From an optimization exercise on the open Yosys and OpenROAD flow, aimed at small area, a short achievable clock period and few clock cycles per item; shortcuts taken in it are not production practice.
RTL that was checked went through simulation tests only; none was proved equivalent to the original.

Design fir_top, start of the top module:
module fir_top (
    input  wire       clk,
    input  wire       resetN,
    input  wire       sampleClk,
    input  wire [7:0] sample,
    output wire [7:0] sum,
    output reg        dav
);
   reg [7:0] h1, h2, h3, h4, h5, h6, h7, h8;
   reg [8:0] s34, s25, s16;
   reg [12:0] m25;
   reg [18:0] t1a;
   reg [17:0] t1b;
   reg [3:0] ic;
   wire busy = ~ic[3] | ~ic[2];
   wire en = sampleClk | busy;
   wire [7:0] xin = busy ? 8'd0 : sample;
   wire s_1, c_2;
   ha us_1 (h2[0], h3[0], s_1, c_2);
   wire s_3, c_4;
   ha us_3 (h2[1], h3[1], s_3, c_4);
   wire s_5, c_6;
   ha us_5 (h2[2], h3[2], s_5, c_6);
   wire s_7, c_8;
   ha us_7 (h2[3], h3[3], s_7, c_8);
   wire s_9, c_10;
   ha us_9 (h2[4], h3[4], s_9, c_10);
   wire s_11, c_12;
   ha us_11 (h2[5], h3[5], s_11, c_12);
   wire s_13, c_14;
   ha us_13 (h2[6], h3[6], s_13, c_14);
   wire s_15, c_16;
   ha us_15 (h2[7], h3[7], s_15, c_16);
   wire s_17, c_18;
   ha us_17 (h2[7], h3[7], s_17, c_18);
   wire G_19 = c_4 | (s_3 & c_2);
   wire G_21 = c_6 | (s_5 & c_4);
   wire P_22 = s_5 & s_3;
   wire G_23 = c_8 | (s_7 & c_6);
   wire P_24 = s_7 & s_5;
   wire G_25 = c_10 | (s_9 & c_8);
   wire P_26 = s_9 & s_7;
   wire G_27 = c_12 | (s_11 & c_10);
   wire P_28 = s_11 & s_9;
   wire G_29 = c_14 | (s_13 & c_12);
   wire P_30 = s_13 & s_11;
   wire G_31 = c_16 | (s_15 & c_14);
   wire P_32 = s_15 & s_13;
   wire G_33 = c_18 | (s_17 & c_16);
   wire P_34 = s_17 & s_15;
   wire G_35 = G_21 | (P_22 & c_2);
   wire G_37 = G_23 | (P_24 & G_19);
   wire G_39 = G_25 | (P_26 & G_21);
   wire P_40 = P_26 & P_22;
   wire G_41 = G_27 | (P_28 & G_23);
   wire P_42 = P_28 & P_24;
   wire G_43 = G_29 | (P_30 & G_25);
   wire P_44 = P_30 & P_26;
   wire G_45 = G_31 | (P_32 & G_27);
   wire P_46 = P_32 & P_28;
   wire G_47 = G_33 | (P_34 & G_29);
   wire P_48 = P_34 & P_30;
   wire G_49 = G_39 | (P_40 & c_2);
   wire G_51 = G_41 | (P_42 & G_19);
   wire G_53 = G_43 | (P_44 & G_35);
   wire G_55 = G_45 | (P_46 & G_37);
   wire G_57 = G_47 | (P_48 & G_39);
   wire P_58 = P_48 & P_40;
   wire G_59 = G_57 | (P_58 & c_2);
   wire [8:0] s34n;
  ...
For scale: roughly 720 cells after synthesis, about 160 flip-flops, roughly 20 I/O pins, about 0.010 sq mm of cells after synthesis.
Settings: LEC_CHECK=0, CAP_MARGIN=20, CORE_MARGIN=2, CORE_UTILIZATION=65, CTS_BUF_LIST=sky130_fd_sc_hd__clkbuf_8, CTS_CLUSTER_SIZE=30, SETUP_SLACK_MARGIN=5, SLEW_MARGIN=20, SYNTH_HIERARCHICAL=1; clock period 10.0 ns.
standard.sh (not shown) runs the stock make flow with config.mk's settings and CLKGATE_MAP_FILE= SYNTH_SCRIPT=/design/flow/synth_recipe.tcl, a recipe that flattens the netlist after the stock synthesis.
==> flow/flow/run.sh <==
#!/bin/bash
# The standard layout (the standard.sh: ORFS from synthesis to the final
# layout), with timing repair aiming at a larger setup margin than the flow
# settings allow. make's output goes to flow_make.log; each ORFS step writes
# its own log under orfs/logs, copied here at the end.
set -euo pipefail
bash standard.sh SETUP_SLACK_MARGIN=6.0 finish > flow_make.log 2>&1
cp orfs/logs/*/fir_top/base/*.log . 2>/dev/null || true
Next try:
==> flow/run.sh (new file) <==
#!/bin/bash
# synth_recipe.tcl (not shown) runs the flow's synth.tcl, then flattens the netlist and writes it again
# the make line also repeats each setting of config.mk as NAME=value (left out here)
make -C /OpenROAD-flow-scripts/flow DESIGN_CONFIG=/design/flow/config.mk WORK_HOME=/design/flow/orfs CLKGATE_MAP_FILE= SYNTH_SCRIPT=/design/flow/synth_recipe.tcl finish
removed: flow/flow/run.sh
removed: flow/standard.sh
Result:
- The new run finished with timing, DRC and antenna clean
- routed wire length is lower by 6.4%
- core utilization is lower by 4.0 points
- worst setup slack is worse by 330 ps
No run of this note included a check of the RTL's function; only the layout flow was run.

---

run A:
fir_top, a different RTL version from the one above (not shown whole).
Size in the first run: about 700 cells after synthesis, ~20 I/O pins, roughly 9900 um^2 of cells after synthesis.
Settings: LEC_CHECK=0, CAP_MARGIN=20, CORE_MARGIN=2, CORE_UTILIZATION=65, CTS_BUF_LIST=sky130_fd_sc_hd__clkbuf_8, CTS_CLUSTER_SIZE=30, SETUP_SLACK_MARGIN=5, SLEW_MARGIN=20, SYNTH_HIERARCHICAL=1; clock period 10.0 ns.
==> flow/flow/run.sh <==
#!/bin/bash
# The standard layout (the standard.sh: ORFS from synthesis to the final
# layout) with timing repair aiming at a larger setup margin than the flow
# settings allow. ORFS writes each tool's log under orfs/logs; make's own
# output goes to flow_make.log here.
set -euo pipefail
bash standard.sh SETUP_SLACK_MARGIN=5.6 finish > flow_make.log 2>&1
Every stage of the flow completed for run A, and the final layout passed the timing, DRC and antenna checks.
Testbench counts of run A, summed over its fixed seeds: cycles 12,008, items 12,000.
Inputs modified between run A and run B:
--- a/flow/flow/run.sh
+++ b/flow/flow/run.sh
@@ -5,3 +5,3 @@
 # output goes to flow_make.log here.
 set -euo pipefail
-bash standard.sh SETUP_SLACK_MARGIN=5.6 finish > flow_make.log 2>&1
+bash standard.sh SETUP_SLACK_MARGIN=7.0 finish > flow_make.log 2>&1
## What came out
In the metrics for run B and run A, the one carrying the higher met2 routed wirelength is run B. Count of placed standard cells in the final layout, fillers left out: run B vs run A up 7.9%. Compared with run A, run B improves normalized max-slew margin. Number of pins exceeding their max-slew limit in the final report: run A vs run B identical. Of run B and run A, run B shows the lower clock skew, with run A above it. Final hold slack across run B and run A: no real change. Run A -> run B: wire length on met3 increased by a few percent. End-of-flow core utilization: run B vs run A up 8.0 points. Side by side, non-clock buffer count turned out higher in run B than in run A.
--- input diff run B..run C ---
==> flow/flow/run.sh <==
#!/bin/bash
# The standard layout (the standard.sh: ORFS from synthesis to the final
# layout), with timing repair aiming at a larger setup margin than the flow
# settings allow. make's output goes to flow_make.log; each ORFS step writes
# its own log under orfs/logs, copied here at the end.
set -euo pipefail
bash standard.sh SETUP_SLACK_MARGIN=6.0 finish > flow_make.log 2>&1
cp orfs/logs/*/fir_top/base/*.log . 2>/dev/null || true
Notes after the runs:
Run C vs. run B: number of global-route vias before repair now sits lower; non-clock buffer count dropped 63; cell area fell by about 8%. Post-cts resize count | run C below run B.

port drivers added, routing unchanged:
Ports are ideal in the flow. The routed layouts listed here were re-timed in OpenROAD.
Step 1, drivers: a clkbuf_16 drives clk and a buf_2 each remaining input, both assumed.
Step 2, shift: input delay + t, output delay - t, t = (earliest + latest rising clock arrival at the registers) / 2. This alone moves slack from input paths to output paths.
Slacks: ideal / step 1 / step 2; pairs: ideal / step 1.
run | t (ns) | setup slack, ns | clock arrival spread, ns | slew at the worst register clock pin (ns)
the first run of note 1 | 0.501 | 5.909 / 5.909 / 5.556 | 0.014 / 0.014 | 0.10 / 0.10
the second run of note 1 | 0.482 | 5.579 / 5.593 / 5.110 | 0.015 / 0.015 | 0.09 / 0.09
run A | 0.490 | 5.749 / 5.749 / 5.347 | 0.024 / 0.024 | 0.11 / 0.11
run B | 0.482 | 5.958 / 5.958 / 5.958 | 0.017 / 0.017 | 0.09 / 0.09
run C | 0.485 | 5.840 / 5.840 / 5.596 | 0.018 / 0.018 | 0.10 / 0.10
After both steps every run listed still meets setup and hold. The setup slack of the second run of note 1, which loses most, moves by +0.014 ns with the drivers and by -0.469 ns with both steps.
